What follows belongs to an exercise in optimizing a design on an open flow for small area and a short achievable clock period; a production flow would make more cautious choices. Function not checked in this run: the RTL went through the layout flow alone. No activity file was given, so power comes from the tool's default toggle rates.

**flow/config.mk**
```make
export PLATFORM = sky130hd
export DESIGN_NAME = alu_reg
export DESIGN_NICKNAME = alu_reg
export VERILOG_FILES = /design/flow/design.v
export SDC_FILE = /design/flow/constraint.sdc
export NUM_CORES = 8
export LEC_CHECK = 0
export CAP_MARGIN = 20
export CORE_MARGIN = 2
export CORE_UTILIZATION = 40
export SETUP_SLACK_MARGIN = 2.8
export SLEW_MARGIN = 20
export SYNTH_HIERARCHICAL = 1
```
**flow/constraint.sdc**
```tcl
create_clock -name core_clock -period 4.5 [get_ports {clk}]
set_input_delay 0.9000 -clock core_clock [delete_from_list [all_inputs] [get_ports {clk}]]
set_output_delay 0.9000 -clock core_clock [all_outputs]
set_load 0.01 [all_outputs]
```
**flow/design.v**
```verilog
module ALU_inv (input a, output y); assign y = ~a; endmodule
module ALU_nand2 (input a, b, output y); assign y = ~(a & b); endmodule
module ALU_nor2 (input a, b, output y); assign y = ~(a | b); endmodule
module ALU_xor2 (input a, b, output y); assign y = a ^ b; endmodule
module ALU_xnor2 (input a, b, output y); assign y = ~(a ^ b); endmodule
module ALU_orn (input a, bn, output y); assign y = a | ~bn; endmodule
module ALU_mux2i (input s, a1, a0, output y); assign y = ~(s ? a1 : a0); endmodule
module ALU_o21ai (input a1, a2, b1, output y); assign y = ~((a1 | a2) & b1); endmodule
module ALU_a21oi (input a1, a2, b1, output y); assign y = ~((a1 & a2) | b1); endmodule
module ALU_dec
( input  [2:0] op,
  output t, tn, sn, cin, cinn
);
  wire s;
  ALU_xor2  ut  (.a(op[2]), .b(op[0]), .y(t));
  ALU_xnor2 utn (.a(op[2]), .b(op[0]), .y(tn));
  ALU_xnor2 us  (.a(op[1]), .b(op[2]), .y(s));
  ALU_xor2  usn (.a(op[1]), .b(op[2]), .y(sn));
  ALU_nor2  uc  (.a(t), .b(s), .y(cin));
  ALU_inv   ui  (.a(cin), .y(cinn));
endmodule
module ALU_ctl
( input  [2:0] op,
  input  t, tn, sn,
  output y1n, y0n, w1n, w0n
);
  ALU_mux2i u1 (.s(op[1]), .a1(op[2]), .a0(t), .y(y1n));
  ALU_orn   u0 (.a(op[0]), .bn(op[1]), .y(y0n));
  ALU_nor2  v1 (.a(tn), .b(sn), .y(w1n));
  ALU_inv   vi (.a(op[1]), .y(w0));
  ALU_inv   v0 (.a(w0), .y(w0n));
  wire w0;
endmodule
module ALU_bit
( input  a, b, y1n, y0n, w1n, w0n,
  output pn, y
);
  wire w;
  ALU_mux2i my (.s(b), .a1(y1n), .a0(y0n), .y(y));
  ALU_mux2i mw (.s(b), .a1(w1n), .a0(w0n), .y(w));
  ALU_mux2i mp (.s(a), .a1(w), .a0(y), .y(pn));
endmodule
module ALU_grp2
( input  [1:0] pn, y,
  output u1n, co
);
  wire g0n, g1n;
  ALU_nand2 n0 (.a(pn[0]), .b(y[0]), .y(g0n));
  ALU_nand2 n1 (.a(pn[1]), .b(y[1]), .y(g1n));
  ALU_xnor2 x1 (.a(pn[1]), .b(g0n), .y(u1n));
  ALU_o21ai o1 (.a1(pn[1]), .a2(g0n), .b1(g1n), .y(co));
endmodule
module ALU_grp2c
( input  [1:0] pn, y,
  input  cin, cinn,
  output u0, u1n, co
);
  wire c1n, g1n;
  ALU_xor2  x0 (.a(pn[0]), .b(cinn), .y(u0));
  ALU_mux2i m1 (.s(pn[0]), .a1(y[0]), .a0(cin), .y(c1n));
  ALU_nand2 n1 (.a(pn[1]), .b(y[1]), .y(g1n));
  ALU_xnor2 x1 (.a(pn[1]), .b(c1n), .y(u1n));
  ALU_o21ai o1 (.a1(pn[1]), .a2(c1n), .b1(g1n), .y(co));
endmodule
module ALU_q2
( input  u0n, u1,
  output q
);
  assign q = ~u0n & u1;
endmodule
module ALU_dot111
( input  gh, qh, gl,
  output g
);
  assign g = ~(gh | (qh & gl));
endmodule
module ALU_dot111q1
( input  gh, qh, gl, ql,
  output g, q
);
  assign g = ~(gh | (qh & gl));
  assign q = ~(qh & ql);
endmodule
module ALU_dot001
( input  gh, qh, gl,
  output g
);
  assign g = (~gh | (~qh & gl));
endmodule
module ALU_dot000
( input  gh, qh, gl,
  output g
);
  assign g = (~gh | (~qh & ~gl));
endmodule
module ALU_dot000q0
( input  gh, qh, gl, ql,
  output g, q
);
  assign g = (~gh | (~qh & ~gl));
  assign q = (~qh & ~ql);
endmodule
module ALU_dot110
( input  gh, qh, gl,
  output g
);
  assign g = ~(gh | (qh & ~gl));
endmodule
module ALU_inc2
( input  u0n, u1,
  input  ci,
  output [1:0] y
);
  wire c = ci;
  assign y[0] = ~u0n ^ c;
  assign y[1] = u1 ^ (c & ~u0n);
endmodule
module ALU_inc2n
( input  u0n, u1,
  input  ci,
  output [1:0] y
);
  wire c = ~ci;
  assign y[0] = ~u0n ^ c;
  assign y[1] = u1 ^ (c & ~u0n);
endmodule
module alu_reg
( input         clk,
  input  [2:0]  Op_code,
  input  [31:0] A, B,
  output [31:0] Y
);
  wire t, tn, sn, cin, cinn;
  wire [3:0] y1n, y0n, w1n, w0n;
  wire [31:0] pn, y;
  ALU_dec dec (.op(Op_code), .t(t), .tn(tn), .sn(sn), .cin(cin), .cinn(cinn));
  ALU_ctl ctl0 (.op(Op_code), .t(t), .tn(tn), .sn(sn), .y1n(y1n[0]), .y0n(y0n[0]), .w1n(w1n[0]), .w0n(w0n[0]));
  ALU_ctl ctl1 (.op(Op_code), .t(t), .tn(tn), .sn(sn), .y1n(y1n[1]), .y0n(y0n[1]), .w1n(w1n[1]), .w0n(w0n[1]));
  ALU_ctl ctl2 (.op(Op_code), .t(t), .tn(tn), .sn(sn), .y1n(y1n[2]), .y0n(y0n[2]), .w1n(w1n[2]), .w0n(w0n[2]));
  ALU_ctl ctl3 (.op(Op_code), .t(t), .tn(tn), .sn(sn), .y1n(y1n[3]), .y0n(y0n[3]), .w1n(w1n[3]), .w0n(w0n[3]));
  ALU_bit b0 (.a(A[0]), .b(B[0]), .y1n(y1n[0]), .y0n(y0n[0]), .w1n(w1n[0]), .w0n(w0n[0]), .pn(pn[0]), .y(y[0]));
  ALU_bit b1 (.a(A[1]), .b(B[1]), .y1n(y1n[0]), .y0n(y0n[0]), .w1n(w1n[0]), .w0n(w0n[0]), .pn(pn[1]), .y(y[1]));
  ALU_bit b2 (.a(A[2]), .b(B[2]), .y1n(y1n[0]), .y0n(y0n[0]), .w1n(w1n[0]), .w0n(w0n[0]), .pn(pn[2]), .y(y[2]));
  ALU_bit b3 (.a(A[3]), .b(B[3]), .y1n(y1n[0]), .y0n(y0n[0]), .w1n(w1n[0]), .w0n(w0n[0]), .pn(pn[3]), .y(y[3]));
  ALU_bit b4 (.a(A[4]), .b(B[4]), .y1n(y1n[0]), .y0n(y0n[0]), .w1n(w1n[0]), .w0n(w0n[0]), .pn(pn[4]), .y(y[4]));
  ALU_bit b5 (.a(A[5]), .b(B[5]), .y1n(y1n[0]), .y0n(y0n[0]), .w1n(w1n[0]), .w0n(w0n[0]), .pn(pn[5]), .y(y[5]));
  ALU_bit b6 (.a(A[6]), .b(B[6]), .y1n(y1n[0]), .y0n(y0n[0]), .w1n(w1n[0]), .w0n(w0n[0]), .pn(pn[6]), .y(y[6]));
  ALU_bit b7 (.a(A[7]), .b(B[7]), .y1n(y1n[0]), .y0n(y0n[0]), .w1n(w1n[0]), .w0n(w0n[0]), .pn(pn[7]), .y(y[7]));
  ALU_bit b8 (.a(A[8]), .b(B[8]), .y1n(y1n[1]), .y0n(y0n[1]), .w1n(w1n[1]), .w0n(w0n[1]), .pn(pn[8]), .y(y[8]));
  ALU_bit b9 (.a(A[9]), .b(B[9]), .y1n(y1n[1]), .y0n(y0n[1]), .w1n(w1n[1]), .w0n(w0n[1]), .pn(pn[9]), .y(y[9]));
  ALU_bit b10 (.a(A[10]), .b(B[10]), .y1n(y1n[1]), .y0n(y0n[1]), .w1n(w1n[1]), .w0n(w0n[1]), .pn(pn[10]), .y(y[10]));
  ALU_bit b11 (.a(A[11]), .b(B[11]), .y1n(y1n[1]), .y0n(y0n[1]), .w1n(w1n[1]), .w0n(w0n[1]), .pn(pn[11]), .y(y[11]));
  ALU_bit b12 (.a(A[12]), .b(B[12]), .y1n(y1n[1]), .y0n(y0n[1]), .w1n(w1n[1]), .w0n(w0n[1]), .pn(pn[12]), .y(y[12]));
  ALU_bit b13 (.a(A[13]), .b(B[13]), .y1n(y1n[1]), .y0n(y0n[1]), .w1n(w1n[1]), .w0n(w0n[1]), .pn(pn[13]), .y(y[13]));
  ALU_bit b14 (.a(A[14]), .b(B[14]), .y1n(y1n[1]), .y0n(y0n[1]), .w1n(w1n[1]), .w0n(w0n[1]), .pn(pn[14]), .y(y[14]));
  ALU_bit b15 (.a(A[15]), .b(B[15]), .y1n(y1n[1]), .y0n(y0n[1]), .w1n(w1n[1]), .w0n(w0n[1]), .pn(pn[15]), .y(y[15]));
  ALU_bit b16 (.a(A[16]), .b(B[16]), .y1n(y1n[2]), .y0n(y0n[2]), .w1n(w1n[2]), .w0n(w0n[2]), .pn(pn[16]), .y(y[16]));
  ALU_bit b17 (.a(A[17]), .b(B[17]), .y1n(y1n[2]), .y0n(y0n[2]), .w1n(w1n[2]), .w0n(w0n[2]), .pn(pn[17]), .y(y[17]));
  ALU_bit b18 (.a(A[18]), .b(B[18]), .y1n(y1n[2]), .y0n(y0n[2]), .w1n(w1n[2]), .w0n(w0n[2]), .pn(pn[18]), .y(y[18]));
  ALU_bit b19 (.a(A[19]), .b(B[19]), .y1n(y1n[2]), .y0n(y0n[2]), .w1n(w1n[2]), .w0n(w0n[2]), .pn(pn[19]), .y(y[19]));
  ALU_bit b20 (.a(A[20]), .b(B[20]), .y1n(y1n[2]), .y0n(y0n[2]), .w1n(w1n[2]), .w0n(w0n[2]), .pn(pn[20]), .y(y[20]));
  ALU_bit b21 (.a(A[21]), .b(B[21]), .y1n(y1n[2]), .y0n(y0n[2]), .w1n(w1n[2]), .w0n(w0n[2]), .pn(pn[21]), .y(y[21]));
  ALU_bit b22 (.a(A[22]), .b(B[22]), .y1n(y1n[2]), .y0n(y0n[2]), .w1n(w1n[2]), .w0n(w0n[2]), .pn(pn[22]), .y(y[22]));
  ALU_bit b23 (.a(A[23]), .b(B[23]), .y1n(y1n[2]), .y0n(y0n[2]), .w1n(w1n[2]), .w0n(w0n[2]), .pn(pn[23]), .y(y[23]));
  ALU_bit b24 (.a(A[24]), .b(B[24]), .y1n(y1n[3]), .y0n(y0n[3]), .w1n(w1n[3]), .w0n(w0n[3]), .pn(pn[24]), .y(y[24]));
  ALU_bit b25 (.a(A[25]), .b(B[25]), .y1n(y1n[3]), .y0n(y0n[3]), .w1n(w1n[3]), .w0n(w0n[3]), .pn(pn[25]), .y(y[25]));
  ALU_bit b26 (.a(A[26]), .b(B[26]), .y1n(y1n[3]), .y0n(y0n[3]), .w1n(w1n[3]), .w0n(w0n[3]), .pn(pn[26]), .y(y[26]));
  ALU_bit b27 (.a(A[27]), .b(B[27]), .y1n(y1n[3]), .y0n(y0n[3]), .w1n(w1n[3]), .w0n(w0n[3]), .pn(pn[27]), .y(y[27]));
  ALU_bit b28 (.a(A[28]), .b(B[28]), .y1n(y1n[3]), .y0n(y0n[3]), .w1n(w1n[3]), .w0n(w0n[3]), .pn(pn[28]), .y(y[28]));
  ALU_bit b29 (.a(A[29]), .b(B[29]), .y1n(y1n[3]), .y0n(y0n[3]), .w1n(w1n[3]), .w0n(w0n[3]), .pn(pn[29]), .y(y[29]));
  ALU_bit b30 (.a(A[30]), .b(B[30]), .y1n(y1n[3]), .y0n(y0n[3]), .w1n(w1n[3]), .w0n(w0n[3]), .pn(pn[30]), .y(y[30]));
  ALU_bit b31 (.a(A[31]), .b(B[31]), .y1n(y1n[3]), .y0n(y0n[3]), .w1n(w1n[3]), .w0n(w0n[3]), .pn(pn[31]), .y(y[31]));
  wire [31:0] u_c, y_c;
  wire [14:0] g_c;
  ALU_grp2c s0 (.pn(pn[1:0]), .y(y[1:0]), .cin(cin), .cinn(cinn), .u0(u_c[0]), .u1n(u_c[1]), .co(g_c[0]));
  assign u_c[2] = pn[2];
  ALU_grp2 s1 (.pn(pn[3:2]), .y(y[3:2]), .u1n(u_c[3]), .co(g_c[1]));
  assign u_c[4] = pn[4];
  ALU_grp2 s2 (.pn(pn[5:4]), .y(y[5:4]), .u1n(u_c[5]), .co(g_c[2]));
  assign u_c[6] = pn[6];
  ALU_grp2 s3 (.pn(pn[7:6]), .y(y[7:6]), .u1n(u_c[7]), .co(g_c[3]));
  assign u_c[8] = pn[8];
  ALU_grp2 s4 (.pn(pn[9:8]), .y(y[9:8]), .u1n(u_c[9]), .co(g_c[4]));
  assign u_c[10] = pn[10];
  ALU_grp2 s5 (.pn(pn[11:10]), .y(y[11:10]), .u1n(u_c[11]), .co(g_c[5]));
  assign u_c[12] = pn[12];
  ALU_grp2 s6 (.pn(pn[13:12]), .y(y[13:12]), .u1n(u_c[13]), .co(g_c[6]));
  assign u_c[14] = pn[14];
  ALU_grp2 s7 (.pn(pn[15:14]), .y(y[15:14]), .u1n(u_c[15]), .co(g_c[7]));
  assign u_c[16] = pn[16];
  ALU_grp2 s8 (.pn(pn[17:16]), .y(y[17:16]), .u1n(u_c[17]), .co(g_c[8]));
  assign u_c[18] = pn[18];
  ALU_grp2 s9 (.pn(pn[19:18]), .y(y[19:18]), .u1n(u_c[19]), .co(g_c[9]));
  assign u_c[20] = pn[20];
  ALU_grp2 s10 (.pn(pn[21:20]), .y(y[21:20]), .u1n(u_c[21]), .co(g_c[10]));
  assign u_c[22] = pn[22];
  ALU_grp2 s11 (.pn(pn[23:22]), .y(y[23:22]), .u1n(u_c[23]), .co(g_c[11]));
  assign u_c[24] = pn[24];
  ALU_grp2 s12 (.pn(pn[25:24]), .y(y[25:24]), .u1n(u_c[25]), .co(g_c[12]));
  assign u_c[26] = pn[26];
  ALU_grp2 s13 (.pn(pn[27:26]), .y(y[27:26]), .u1n(u_c[27]), .co(g_c[13]));
  assign u_c[28] = pn[28];
  ALU_grp2 s14 (.pn(pn[29:28]), .y(y[29:28]), .u1n(u_c[29]), .co(g_c[14]));
  assign u_c[30] = pn[30];
  ALU_grp2 s15 (.pn(pn[31:30]), .y(y[31:30]), .u1n(u_c[31]), .co());
  assign y_c[0] = u_r[0];
  assign y_c[1] = ~u_r[1];
  reg  [31:0] u_r, y_r;
  reg  [14:0] g_r;
  wire [15:0] u1_r;
  genvar j;
  generate for (j = 0; j < 16; j = j + 1) begin : odd
    assign u1_r[j] = ~u_r[2 * j + 1];
  end endgenerate
  wire q1;
  wire q2;
  wire q3;
  wire q4;
  wire q5;
  wire q6;
  wire q7;
  wire q8;
  wire q9;
  wire q10;
  wire q11;
  wire q12;
  wire q13;
  wire q14;
  wire pg1;
  wire pg2;
  wire pq3;
  wire pg4;
  wire pq5;
  wire pg6;
  wire pq7;
  wire pg8;
  wire pq9;
  wire pg10;
  wire pq11;
  wire pg12;
  wire pq13;
  wire pg14;
  wire pq15;
  wire pg16;
  wire pq17;
  wire pg18;
  wire pq19;
  wire pg20;
  wire pq21;
  wire pg22;
  wire pq23;
  wire pg24;
  wire pq25;
  wire pg26;
  wire pq27;
  wire pg28;
  wire pg29;
  wire pg30;
  wire pq31;
  wire pg32;
  wire pq33;
  wire pg34;
  wire pq35;
  wire pg36;
  wire pq37;
  wire pg38;
  wire pq39;
  wire pg40;
  wire pq41;
  wire pg42;
  wire pq43;
  wire pg44;
  wire pq45;
  wire pg46;
  wire pq47;
  wire pg48;
  wire pq49;
  wire pg50;
  wire pq51;
  wire pg52;
  wire pg53;
  wire pg54;
  wire pg55;
  wire pg56;
  wire pq57;
  wire pg58;
  wire pq59;
  wire pg60;
  wire pq61;
  wire pg62;
  wire pq63;
  wire pg64;
  wire pq65;
  wire pg66;
  wire pq67;
  wire pg68;
  wire pq69;
  wire pg70;
  wire pg71;
  wire pg72;
  wire pg73;
  wire pg74;
  wire pg75;
  wire pg76;
  ALU_q2 a1 (.u0n(u_r[2]), .u1(u1_r[1]), .q(q1));
  ALU_q2 a2 (.u0n(u_r[4]), .u1(u1_r[2]), .q(q2));
  ALU_q2 a3 (.u0n(u_r[6]), .u1(u1_r[3]), .q(q3));
  ALU_q2 a4 (.u0n(u_r[8]), .u1(u1_r[4]), .q(q4));
  ALU_q2 a5 (.u0n(u_r[10]), .u1(u1_r[5]), .q(q5));
  ALU_q2 a6 (.u0n(u_r[12]), .u1(u1_r[6]), .q(q6));
  ALU_q2 a7 (.u0n(u_r[14]), .u1(u1_r[7]), .q(q7));
  ALU_q2 a8 (.u0n(u_r[16]), .u1(u1_r[8]), .q(q8));
  ALU_q2 a9 (.u0n(u_r[18]), .u1(u1_r[9]), .q(q9));
  ALU_q2 a10 (.u0n(u_r[20]), .u1(u1_r[10]), .q(q10));
  ALU_q2 a11 (.u0n(u_r[22]), .u1(u1_r[11]), .q(q11));
  ALU_q2 a12 (.u0n(u_r[24]), .u1(u1_r[12]), .q(q12));
  ALU_q2 a13 (.u0n(u_r[26]), .u1(u1_r[13]), .q(q13));
  ALU_q2 a14 (.u0n(u_r[28]), .u1(u1_r[14]), .q(q14));
  ALU_dot111 d1 (.gh(g_r[1]), .qh(q1), .gl(g_r[0]), .g(pg1));
  ALU_dot111q1 d3 (.gh(g_r[2]), .qh(q2), .gl(g_r[1]), .ql(q1), .g(pg2), .q(pq3));
  ALU_dot111q1 d5 (.gh(g_r[3]), .qh(q3), .gl(g_r[2]), .ql(q2), .g(pg4), .q(pq5));
  ALU_dot111q1 d7 (.gh(g_r[4]), .qh(q4), .gl(g_r[3]), .ql(q3), .g(pg6), .q(pq7));
  ALU_dot111q1 d9 (.gh(g_r[5]), .qh(q5), .gl(g_r[4]), .ql(q4), .g(pg8), .q(pq9));
  ALU_dot111q1 d11 (.gh(g_r[6]), .qh(q6), .gl(g_r[5]), .ql(q5), .g(pg10), .q(pq11));
  ALU_dot111q1 d13 (.gh(g_r[7]), .qh(q7), .gl(g_r[6]), .ql(q6), .g(pg12), .q(pq13));
  ALU_dot111q1 d15 (.gh(g_r[8]), .qh(q8), .gl(g_r[7]), .ql(q7), .g(pg14), .q(pq15));
  ALU_dot111q1 d17 (.gh(g_r[9]), .qh(q9), .gl(g_r[8]), .ql(q8), .g(pg16), .q(pq17));
  ALU_dot111q1 d19 (.gh(g_r[10]), .qh(q10), .gl(g_r[9]), .ql(q9), .g(pg18), .q(pq19));
  ALU_dot111q1 d21 (.gh(g_r[11]), .qh(q11), .gl(g_r[10]), .ql(q10), .g(pg20), .q(pq21));
  ALU_dot111q1 d23 (.gh(g_r[12]), .qh(q12), .gl(g_r[11]), .ql(q11), .g(pg22), .q(pq23));
  ALU_dot111q1 d25 (.gh(g_r[13]), .qh(q13), .gl(g_r[12]), .ql(q12), .g(pg24), .q(pq25));
  ALU_dot111q1 d27 (.gh(g_r[14]), .qh(q14), .gl(g_r[13]), .ql(q13), .g(pg26), .q(pq27));
  ALU_dot001 d28 (.gh(pg2), .qh(pq3), .gl(g_r[0]), .g(pg28));
  ALU_dot000 d29 (.gh(pg4), .qh(pq5), .gl(pg1), .g(pg29));
  ALU_dot000q0 d31 (.gh(pg6), .qh(pq7), .gl(pg2), .ql(pq3), .g(pg30), .q(pq31));
  ALU_dot000q0 d33 (.gh(pg8), .qh(pq9), .gl(pg4), .ql(pq5), .g(pg32), .q(pq33));
  ALU_dot000q0 d35 (.gh(pg10), .qh(pq11), .gl(pg6), .ql(pq7), .g(pg34), .q(pq35));
  ALU_dot000q0 d37 (.gh(pg12), .qh(pq13), .gl(pg8), .ql(pq9), .g(pg36), .q(pq37));
  ALU_dot000q0 d39 (.gh(pg14), .qh(pq15), .gl(pg10), .ql(pq11), .g(pg38), .q(pq39));
  ALU_dot000q0 d41 (.gh(pg16), .qh(pq17), .gl(pg12), .ql(pq13), .g(pg40), .q(pq41));
  ALU_dot000q0 d43 (.gh(pg18), .qh(pq19), .gl(pg14), .ql(pq15), .g(pg42), .q(pq43));
  ALU_dot000q0 d45 (.gh(pg20), .qh(pq21), .gl(pg16), .ql(pq17), .g(pg44), .q(pq45));
  ALU_dot000q0 d47 (.gh(pg22), .qh(pq23), .gl(pg18), .ql(pq19), .g(pg46), .q(pq47));
  ALU_dot000q0 d49 (.gh(pg24), .qh(pq25), .gl(pg20), .ql(pq21), .g(pg48), .q(pq49));
  ALU_dot000q0 d51 (.gh(pg26), .qh(pq27), .gl(pg22), .ql(pq23), .g(pg50), .q(pq51));
  ALU_dot111 d52 (.gh(pg30), .qh(pq31), .gl(g_r[0]), .g(pg52));
  ALU_dot110 d53 (.gh(pg32), .qh(pq33), .gl(pg1), .g(pg53));
  ALU_dot111 d54 (.gh(pg34), .qh(pq35), .gl(pg28), .g(pg54));
  ALU_dot111 d55 (.gh(pg36), .qh(pq37), .gl(pg29), .g(pg55));
  ALU_dot111q1 d57 (.gh(pg38), .qh(pq39), .gl(pg30), .ql(pq31), .g(pg56), .q(pq57));
  ALU_dot111q1 d59 (.gh(pg40), .qh(pq41), .gl(pg32), .ql(pq33), .g(pg58), .q(pq59));
  ALU_dot111q1 d61 (.gh(pg42), .qh(pq43), .gl(pg34), .ql(pq35), .g(pg60), .q(pq61));
  ALU_dot111q1 d63 (.gh(pg44), .qh(pq45), .gl(pg36), .ql(pq37), .g(pg62), .q(pq63));
  ALU_dot111q1 d65 (.gh(pg46), .qh(pq47), .gl(pg38), .ql(pq39), .g(pg64), .q(pq65));
  ALU_dot111q1 d67 (.gh(pg48), .qh(pq49), .gl(pg40), .ql(pq41), .g(pg66), .q(pq67));
  ALU_dot111q1 d69 (.gh(pg50), .qh(pq51), .gl(pg42), .ql(pq43), .g(pg68), .q(pq69));
  ALU_dot001 d70 (.gh(pg56), .qh(pq57), .gl(g_r[0]), .g(pg70));
  ALU_dot000 d71 (.gh(pg58), .qh(pq59), .gl(pg1), .g(pg71));
  ALU_dot001 d72 (.gh(pg60), .qh(pq61), .gl(pg28), .g(pg72));
  ALU_dot001 d73 (.gh(pg62), .qh(pq63), .gl(pg29), .g(pg73));
  ALU_dot000 d74 (.gh(pg64), .qh(pq65), .gl(pg52), .g(pg74));
  ALU_dot000 d75 (.gh(pg66), .qh(pq67), .gl(pg53), .g(pg75));
  ALU_dot000 d76 (.gh(pg68), .qh(pq69), .gl(pg54), .g(pg76));
  ALU_inc2 i1 (.u0n(u_r[2]), .u1(u1_r[1]), .ci(g_r[0]), .y(y_c[3:2]));
  ALU_inc2n i2 (.u0n(u_r[4]), .u1(u1_r[2]), .ci(pg1), .y(y_c[5:4]));
  ALU_inc2 i3 (.u0n(u_r[6]), .u1(u1_r[3]), .ci(pg28), .y(y_c[7:6]));
  ALU_inc2 i4 (.u0n(u_r[8]), .u1(u1_r[4]), .ci(pg29), .y(y_c[9:8]));
  ALU_inc2n i5 (.u0n(u_r[10]), .u1(u1_r[5]), .ci(pg52), .y(y_c[11:10]));
  ALU_inc2n i6 (.u0n(u_r[12]), .u1(u1_r[6]), .ci(pg53), .y(y_c[13:12]));
  ALU_inc2n i7 (.u0n(u_r[14]), .u1(u1_r[7]), .ci(pg54), .y(y_c[15:14]));
  ALU_inc2n i8 (.u0n(u_r[16]), .u1(u1_r[8]), .ci(pg55), .y(y_c[17:16]));
  ALU_inc2 i9 (.u0n(u_r[18]), .u1(u1_r[9]), .ci(pg70), .y(y_c[19:18]));
  ALU_inc2 i10 (.u0n(u_r[20]), .u1(u1_r[10]), .ci(pg71), .y(y_c[21:20]));
  ALU_inc2 i11 (.u0n(u_r[22]), .u1(u1_r[11]), .ci(pg72), .y(y_c[23:22]));
  ALU_inc2 i12 (.u0n(u_r[24]), .u1(u1_r[12]), .ci(pg73), .y(y_c[25:24]));
  ALU_inc2 i13 (.u0n(u_r[26]), .u1(u1_r[13]), .ci(pg74), .y(y_c[27:26]));
  ALU_inc2 i14 (.u0n(u_r[28]), .u1(u1_r[14]), .ci(pg75), .y(y_c[29:28]));
  ALU_inc2 i15 (.u0n(u_r[30]), .u1(u1_r[15]), .ci(pg76), .y(y_c[31:30]));
  always @(posedge clk) begin
    u_r <= u_c;
    g_r <= g_c;
    y_r <= y_c;
  end
  assign Y = y_r;
endmodule
```
**flow/flow/run.sh**
```bash
#!/bin/bash
# Own flow: the standard layout (standard.sh) with these changes:
#  - ports are buffered with the smallest buffer (buffer_ports -buffer_cell),
#  - before floorplanning every combinational cell is set to drive strength 1
#    (flow/downsize.tcl), so the timing repair starts from the smallest cells,
#  - clock tree synthesis adds no dummy loads.
# The make output goes to standard_make.log; ORFS keeps each step's log under
# orfs/logs/.
set -euo pipefail
here=$(pwd)
bash standard.sh \
  "BUFFER_PORTS_ARGS=-buffer_cell sky130_fd_sc_hd__buf_1" \
  "PRE_FLOORPLAN_TCL=$here/flow/downsize.tcl" \
  "CTS_ARGS=-sink_clustering_enable -repair_clock_nets -dont_use_dummy_load" \
  finish > standard_make.log 2>&1
```
**flow/flow/downsize.tcl**
```tcl
# Start sizing from the smallest drive: swap every combinational cell that
# synthesis mapped to a larger drive strength for the _1 cell of the same
# function (same pins); the timing repair later sizes up what it needs.
# Flip-flops keep their cells.
set db [ord::get_db]
set block [ord::get_db_block]
set swapped 0
foreach inst [$block getInsts] {
  set m [$inst getMaster]
  set name [$m getName]
  if {![regexp {^(sky130_fd_sc_hd__([a-z0-9]+))_([0-9]+)$} $name -> base kind drive]} { continue }
  if {[string match "df*" $kind] || [string match "conb" $kind] || $drive == 1} { continue }
  set small [$db findMaster ${base}_1]
  if {$small eq "NULL" || $small eq ""} { continue }
  if {[$inst swapMaster $small]} { incr swapped }
}
puts "downsize: swapped $swapped cells to drive 1"
```
**flow/standard.sh**
```bash
#!/bin/bash
# synth_recipe.tcl (not shown) runs the flow's synth.tcl, then flattens the netlist and writes it again
# the make line also repeats each setting of config.mk as NAME=value (left out here)
make -C /OpenROAD-flow-scripts/flow DESIGN_CONFIG=/design/flow/config.mk WORK_HOME=/design/flow/orfs CLKGATE_MAP_FILE= SYNTH_SCRIPT=/design/flow/synth_recipe.tcl "${@:-finish}"
```
==> summary.md <==
| Metric | Value |
|---|---|
| Relative max-transition margin | `60.8%` |
| Wire length of the first global-routing pass | `14800 microns` |
| HP Class | `flop to flop` |
| IO Pins | `100` |
| Vias in the first global route | `3271` |
| Leakage power | `0.00253 uW` |
| H-tree levels | `3` |
| Total die area | `10700 sq um` |
| Share of cells above drive strength 1 | `roughly 30%` |
| Synthesized cell area | `approximately 4000 sq um` |
| Dpl hpwl | `about 7100 microns` |
| CP arrival | `2.27 ns` |
| Initial antenna violation count | `0` |
| Clk root buf | `clkbuf_8` |
| DR WL/cell | `14.0 microns` |
| Worst-Margin Slew | `0.588 ns` |
| Critical path fanouts, max | `5` |
| Reg power frac | `43.9%` |
| Average cell area after synthesis | `9.28 sq um` |
| Die width | `103 microns` |
| Via density | `4.81` |
| Worst slack, placed | `1.28 ns` |
| Yosys warns | `7` |
| Worst-Skew Late Latency | `0.34 ns` |
| Final worst slack | `between 2 and 2.5 ns` |
| Placer congestion estimate | `0.836` |
| CP Class | `input port to flop` |
| Clock Power Share | `17.9%` |
| Largest net degree at the start of global routing | `15` |
| Core Footprint | `9680 sq um` |
| Starting DRT DRC Count | `64` |
| DR DRC count | `0` |
| Logic pwr share | `38.1%` |
| Final nets | `around 650` |
| Critical path cell sequence | `buf_12 > xor2_4 > mux2i_4 > buf_6 > mux2i_2 > mux2i_2 > xnor2_1` |
| I/O Buffers | `99` |
| CTS tree | `built` |
| Psw | `around 720 uW` |
| Sw Ratio | `32.6%` |
| Most frequent cells in the layout | `69 x mux2i_1, 66 x buf_1, 65 x dfxtp_1` |
| Total negative slack | `0 ns` |
| Most used cell, CP | `mux2i_2` |
| CP Launch Type | `input port` |
| WL final | `a little under 10000 microns` |
| Final Hold Fails | `0` |
| Gate Count Post-Synth | `425` |
| # setup viols final | `0` |
| Detailed-route via count | `3374` |
| Outcome | `timing/DRC/antenna clean` |
| Routed Antenna Nets | `0` |
| Final Critical Period | `2.03 ns` |
| CP max stage delay | `around 0.36 ns` |
| Row count | `36` |
| Worst EP required | `4.73 ns` |
| Syn_nets | `between 500 and 600` |
| Sink Count | `79` |
| RSZ-0062 raised after global routing | `true` |
| Die Height | `103 microns` |
| CTS Hold Bufs | `0` |
| Global route overflow | `0` |
| Pwr per Cell Area | `395 nW/um^2` |
| Final Slew Violations | `0` |
| Internal Power | `1490 uW` |
| Starting Density | `40.7%` |
| Area delta synth->final | `41.5%` |
| Crit. End Element | `flop` |
| Drt pass-1 iters | `4` |
| Max Clock Freq | `492 MHz` |
| Fin crit share | `a little under half` |
| Commonest non-fill, non-tap cell in the layout | `mux2i_1` |
| Highest-delay cell along the critical path | `xor2_4` |
| Maxcap violations | `0` |
| Ant diodes | `0` |
| Num CTS Buffers | `9` |
| Reg clk slew, reported paths | `approximately 0.060 ns` |
| CTS Buffer Depth | `2` |
| Max Clock Skew | `0.0283 ns` |
| Worst IR Drop VDD | `between 0.2 and 0.25 mV` |
| Total GRT Usage | `18.0%` |
worst paths after layout:
kind,startpoint,endpoint,slack (ns),depth (start not counted)
worst max-delay path,Op_code[0],u_r[13],2.47,7
worst min-delay path,u_r[0],y_r[0],0.34,0
worst max register to register,u_r[15],y_r[25],2.89,8
worst min register to register,u_r[0],y_r[0],0.34,0
timing repair:
| item | CTS | global route |
|---|---|---|
| gates resized for setup | 84 | 103 |
| pin swaps | 17 | 22 |
| setup endpoints to repair | 85 | 89 |
| buffers inserted | 22 | 13 |
| endpoints found under the hold margin | 0 | 0 |
stage by stage:
step / area [sq um] / util [%] / instances / total power [uW] / hold WS, ns
2_1_floorplan: 3980 / - / 425 / 1350 / 0.310
3_3_place_gp: 4520 / 46.6 / 657 / 1550 / 0.317
3_5_place_dp: 4520 / 46.6 / 657 / 1560 / 0.316
4_1_cts: 5060 / 52.3 / 688 / 2050 / 0.336
5_1_grt: 5580 / 57.6 / 701 / 2360 / 0.336
6_report: 5580 / 57.6 / 701 / 2200 / 0.336
final cells by class:
class / instances / area (sq um)
tap: 133 / 166
clock buffer: 9 / 124
multi-input combinational: 296 / 2670
inverter: 50 / 188
sequential: 79 / 1600
fill: 855 / 4100
timing repair buffer: 134 / 838
sequential cells by signal, indices dropped and copies added, names as in the netlist:
register  cells
u_r          32
y_r          32
g_r          15
worst max-delay path, delay by kind of cell:
kind,cells,cell delay (ns)
xor gates and xnor gates,2,0.57
buffers and inverters,2,0.27
muxes,3,0.52
power groups by stage:
stage | registers (uW) | clock network (uW) | logic [uW]
global route | 990 | 439 | 927
finish | 968 | 395 | 841
floorplan | 1010 | 0 | 338
global placement | 960 | 0 | 589
CTS | 944 | 404 | 703
detailed placement | 958 | 0 | 604
per-layer routing:
layer,track usage (%),vias up,wire length (microns)
li1,-,1703,-
met1,21.4,1567,4190
met2,31.2,90,4840
met3,4.70,14,634
met4,7.09,0,174
met5,0,-,0

separate check: timing with driven ports:
Ports are ideal in the flow. The routed layout listed here was re-timed in OpenROAD. Step 1 assumes that a clkbuf_16 drives the clock port and a buf_2 every other input. Step 2 times the ports against the registers' clock, not the clock port: input delays grow and output delays shrink by t, the midpoint of the rising clock arrivals with the driver on. Three values: ideal ports, drivers, drivers and shift; two values: the first two.
shift t [ns]: 0.362
setup WS [ns]: 2.466 / 2.408 / 2.046
clock arrival spread, ns: 0.028 / 0.028
worst register clock-pin slew, ns: 0.08 / 0.08
cell pins on the clock port's net: 1
After both steps this run still meets setup and hold. For this run, drivers alone change the setup slack by -0.058 ns; drivers and shift together by -0.420 ns.
